From an optimization exercise on the open Yosys and OpenROAD flow, aimed at small area, a short achievable clock period and few clock cycles; shortcuts taken in it are not production practice.
Power figures rest on the tool's default switching activity, not on a simulated workload.

==> build 7: inputs <==
==> flow/design.v <==
module L1_cache
(
	input clk,
	input rst,
	input [31:0] mem_address, mem_wdata,
	input logic mem_read, mem_write,
	input [3:0] mem_byte_enable,
	output [31:0] mem_rdata,
	output logic mem_resp,
	input logic pmem_resp,
	input [255:0] pmem_rdata,
	output pmem_read, pmem_write,
	output logic [31:0] pmem_address,
	output [255:0] pmem_wdata
);
logic [255:0] line;
logic [26:0] tag;
logic valid, dirty;
logic [7:0] wsel;      
logic [3:0] wbe;       
logic [31:0] rdata_q;  
logic [3:0] s, o;
wire req     = mem_read | mem_write;
wire cidle   = ~(s[3] | s[1] | s[0]);
wire hit     = valid & (tag == mem_address[31:5]);
wire st_done = s[1] & (|wbe);       
function automatic logic [3:0] next(input logic [3:0] q, input logic rq,
	input logic ht, input logic dn, input logic pr);
	logic rd, wr, rs, pd, cidle, miss, rd_start;
	{rd, wr, rs, pd} = q;
	cidle = ~(rd | rs | pd);
	miss = cidle & rq & ~ht;
	rd_start = (miss & ~dn) | (pd & wr & pr);
	next[3] = rd ? ~pr : rd_start;
	next[2] = wr ? ~pr : (~rd & dn);
	next[1] = (cidle & rq & ht) | (rd & pr);
	next[0] = pd ? ~(wr & pr) : (miss & dn);
endfunction
wire dirty_n = st_done | (dirty & ~(s[2] & pmem_resp));
always_ff @(posedge clk) begin
	if (rst) begin
		s <= 4'b0;
		o <= 4'b0;
		valid <= 1'b0;
		dirty <= 1'b0;
	end else begin
		s <= next(s, req, hit, dirty_n, pmem_resp);
		o <= next(o, req, hit, dirty_n, pmem_resp);
		dirty <= dirty_n;
		if (s[3] & pmem_resp) valid <= 1'b1;
		else if (cidle & ~req & ~dirty_n) valid <= 1'b0;
	end
end
assign pmem_read    = o[3];
assign pmem_write   = o[2];
assign mem_resp     = o[1];
assign pmem_address = {tag, 5'b0};
assign pmem_wdata   = line;
assign mem_rdata    = rdata_q;
always_ff @(posedge clk) begin
	if (cidle) begin
		for (int w = 0; w < 8; w++)
			wsel[w] <= (mem_address[4:2] == 3'(w));
		wbe <= mem_write ? mem_byte_enable : 4'b0;
	end
	if ((cidle & ~dirty_n) | (s[0] & s[2] & pmem_resp))
		tag <= mem_address[31:5];
end
logic [255:0] line_d;
always_comb begin
	for (int k = 0; k < 32; k++) begin
		logic m, f, h;
		m = wsel[k / 4] & wbe[k % 4] & (s[3] | s[1]);
		f = s[3] & ~m;
		h = ~s[3] & ~m;
		line_d[8*k +: 8] = ({8{m}} & mem_wdata[8*(k%4) +: 8])
		                 | ({8{f}} & pmem_rdata[8*k +: 8])
		                 | ({8{h}} & line[8*k +: 8]);
	end
end
always_ff @(posedge clk)
	line <= line_d;
logic [7:0] rsel;
logic [31:0] rdata_d;
always_comb begin
	for (int w = 0; w < 8; w++)
		rsel[w] = cidle ? (mem_address[4:2] == 3'(w)) : wsel[w];
	rdata_d = '0;
	for (int w = 0; w < 8; w++)
		rdata_d = rdata_d | ({32{rsel[w]}} & line_d[32*w +: 32]);
end
always_ff @(posedge clk)
	rdata_q <= rdata_d;
endmodule
==> flow/flow/run.sh <==
#!/bin/bash
# Standard layout, with plain buffers on the ports, a clock tree without
# dummy loads and timing repair aimed at a larger setup margin. The whole
# ORFS output goes to standard_flow.log.
set -euo pipefail
bash standard.sh "BUFFER_PORTS_ARGS=-buffer_cell sky130_fd_sc_hd__buf_1" \
  "CTS_ARGS=-sink_clustering_enable -repair_clock_nets -dont_use_dummy_load -buf_list sky130_fd_sc_hd__clkbuf_8 -root_buf sky130_fd_sc_hd__clkbuf_16 -sink_clustering_size 16 -sink_clustering_max_diameter 60" \
  SETUP_SLACK_MARGIN=6.85 finish > standard_flow.log 2>&1
==> flow/standard.sh <==
#!/bin/bash
# synth_recipe.tcl (not shown) runs the flow's synth.tcl, then flattens the netlist and writes it again
# the make line also repeats each setting of config.mk as NAME=value (left out here)
make -C /OpenROAD-flow-scripts/flow DESIGN_CONFIG=/design/flow/config.mk WORK_HOME=/design/flow/orfs CLKGATE_MAP_FILE= SYNTH_SCRIPT=/design/flow/synth_recipe.tcl "${@:-finish}"
==> flow/config.mk <==
export PLATFORM = sky130hd
export DESIGN_NAME = L1_cache
export DESIGN_NICKNAME = L1_cache
export VERILOG_FILES = /design/flow/design.v
export SDC_FILE = /design/flow/constraint.sdc
export NUM_CORES = 4
export LEC_CHECK = 0
export ABC_AREA = 1
export CAP_MARGIN = 20
export CORE_AREA = 4 4 226 226
export DIE_AREA = 0 0 230 230
export PLACE_DENSITY = 0.6
export SLEW_MARGIN = 20
==> flow/constraint.sdc <==
create_clock -name core_clock -period 10.0 [get_ports {clk}]
set_input_delay 2.0000 -clock core_clock [delete_from_list [all_inputs] [get_ports {clk}]]
set_output_delay 2.0000 -clock core_clock [all_outputs]
set_load 0.01 [all_outputs]
==> inputs of build 61, as changes to build 7 <==
==> flow/design.v (replaced) <==
module L1_cache
(
	input clk,
	input rst,
	input [31:0] mem_address, mem_wdata,
	input logic mem_read, mem_write,
	input [3:0] mem_byte_enable,
	output [31:0] mem_rdata,
	output logic mem_resp,
	input logic pmem_resp,
	input [255:0] pmem_rdata,
	output pmem_read, pmem_write,
	output logic [31:0] pmem_address,
	output [255:0] pmem_wdata
);
logic [255:0] line;
logic [26:0] tag;
logic valid, dirty;
logic rd_q, wr_q, resp_q;
logic [7:0] wsel;      
logic [3:0] wbe;       
wire idle = ~(rd_q | wr_q | resp_q);
wire req  = mem_read | mem_write;
wire hit  = valid & (tag == mem_address[31:5]);
assign pmem_read    = rd_q;
assign pmem_write   = wr_q;
assign mem_resp     = resp_q;
assign pmem_address = {tag, 5'b0};
assign pmem_wdata   = line;
always_comb begin
	mem_rdata = '0;
	for (int w = 0; w < 8; w++)
		mem_rdata = mem_rdata | ({32{wsel[w]}} & line[32*w +: 32]);
end
always_ff @(posedge clk) begin
	if (rst) begin
		rd_q <= 1'b0;
		wr_q <= 1'b0;
		resp_q <= 1'b0;
		valid <= 1'b0;
		dirty <= 1'b0;
	end else begin
		if (idle & req) begin
			if (hit) resp_q <= 1'b1;
			else if (dirty) wr_q <= 1'b1;
			else rd_q <= 1'b1;
		end
		if (wr_q & pmem_resp) begin
			wr_q <= 1'b0;
			rd_q <= 1'b1;
			dirty <= 1'b0;
		end
		if (rd_q & pmem_resp) begin
			rd_q <= 1'b0;
			resp_q <= 1'b1;
			valid <= 1'b1;
		end
		if (resp_q) begin
			resp_q <= 1'b0;
			if (|wbe) dirty <= 1'b1;
		end
	end
end
always_ff @(posedge clk) begin
	if (idle) begin
		for (int w = 0; w < 8; w++)
			wsel[w] <= (mem_address[4:2] == 3'(w));
		wbe <= mem_write ? mem_byte_enable : 4'b0;
	end
	if ((idle & req & ~dirty) | (wr_q & pmem_resp))
		tag <= mem_address[31:5];
end
logic [255:0] line_d;
always_comb begin
	for (int k = 0; k < 32; k++) begin
		logic m, f, h;
		m = wsel[k / 4] & wbe[k % 4] & (rd_q | resp_q);
		f = rd_q & ~m;
		h = ~rd_q & ~m;
		line_d[8*k +: 8] = ({8{m}} & mem_wdata[8*(k%4) +: 8])
		                 | ({8{f}} & pmem_rdata[8*k +: 8])
		                 | ({8{h}} & line[8*k +: 8]);
	end
end
always_ff @(posedge clk)
	line <= line_d;
endmodule
==> flow/flow/run.sh (replaced) <==
#!/bin/bash
# Standard layout, with plain buffers on the ports and timing repair aimed at
# a larger setup margin. The whole ORFS output goes to standard_flow.log.
set -euo pipefail
bash standard.sh "BUFFER_PORTS_ARGS=-buffer_cell sky130_fd_sc_hd__buf_2" SETUP_SLACK_MARGIN=5 finish > standard_flow.log 2>&1
==> notes <==
Between build 7 and build 61, the lower worst hold slack is in build 61 (gap 19 ps).
Against build 61, the critical path depth of build 7 is higher by 3.
Clock skew: build 61 is lower than build 7 (27 ps).
Of build 61 and build 7, build 7 has the higher sequential power (gap about 7%, measured against build 7).
Worst setup slack: build 7 is better than build 61 (1700 ps).
In build 61 the utilization is lower than in build 7, by 0.40 points.
Build 61 completed without violations. Build 7 finished with timing, DRC and antenna clean.
==> figures <==
| quantity | build 61 | build 7 |
|---|---|---|
| First-pass detailed-route iteration total | 5 | 7 |
| Clock power frac | 0.252 | 0.161 |
| Number of violations reported at the end of detailed-routing iteration 0 | 1279 | 1154 |
| Launch point of the worst path | wsel[0]$_DFFE_PN_ | mem_address[3] |
| Final worst clock skew | 23.6 ps | 50.7 ps |
| Launch point of the worst reg-to-reg path | rd_q$_SDFFE_PP0P_ | s[3]$_SDFF_PP0_ |
| Outcome | finished clean | finished clean |
| Final sequential cell count | 300 | 337 |
| Number of logic stages on the critical path including buffering | 6 | 9 |
| Static Leakage | 8.80 nW | 8.44 nW |
| Worst EP arrival | 2820 ps | 3550 ps |
| Worst Hold Margin | 464 ps | 483 ps |
| Routability-driven placement congestion ratio | 0.966 | 0.930 |
No run of this note included a check of the RTL's function; only the layout flow was run.

-- separate check: timing with driven ports --
The results above use ideal ports. As a check the final layouts listed here were re-extracted and re-timed, cells and wires unchanged. Step 1, drivers: a clkbuf_16 drives clk and a buf_2 each remaining input, both assumed. Step 2 times the ports against the registers' clock, not the clock port: input delays grow and output delays shrink by t, the midpoint of the rising clock arrivals with the driver on. Slacks: ideal / step 1 / step 2; pairs: ideal / step 1.
| run | shift t [ns] | slack for setup (ns) | worst hold slack (ns) | worst setup path at the end | worst register clock-pin slew, ns |
|---|---|---|---|---|---|
| build 7 | 0.564 | 6.834 / 6.814 / 6.252 | 0.483 / 0.483 / 0.483 | input to register | 0.11 / 0.11 |
| build 61 | 0.580 | 5.178 / 5.128 / 5.708 | 0.464 / 0.464 / 0.464 | register to output | 0.06 / 0.06 |
After both steps setup and hold are still met in every run listed. The setup slack of build 7, which loses most, moves by -0.020 ns with the drivers and by -0.582 ns with both steps.
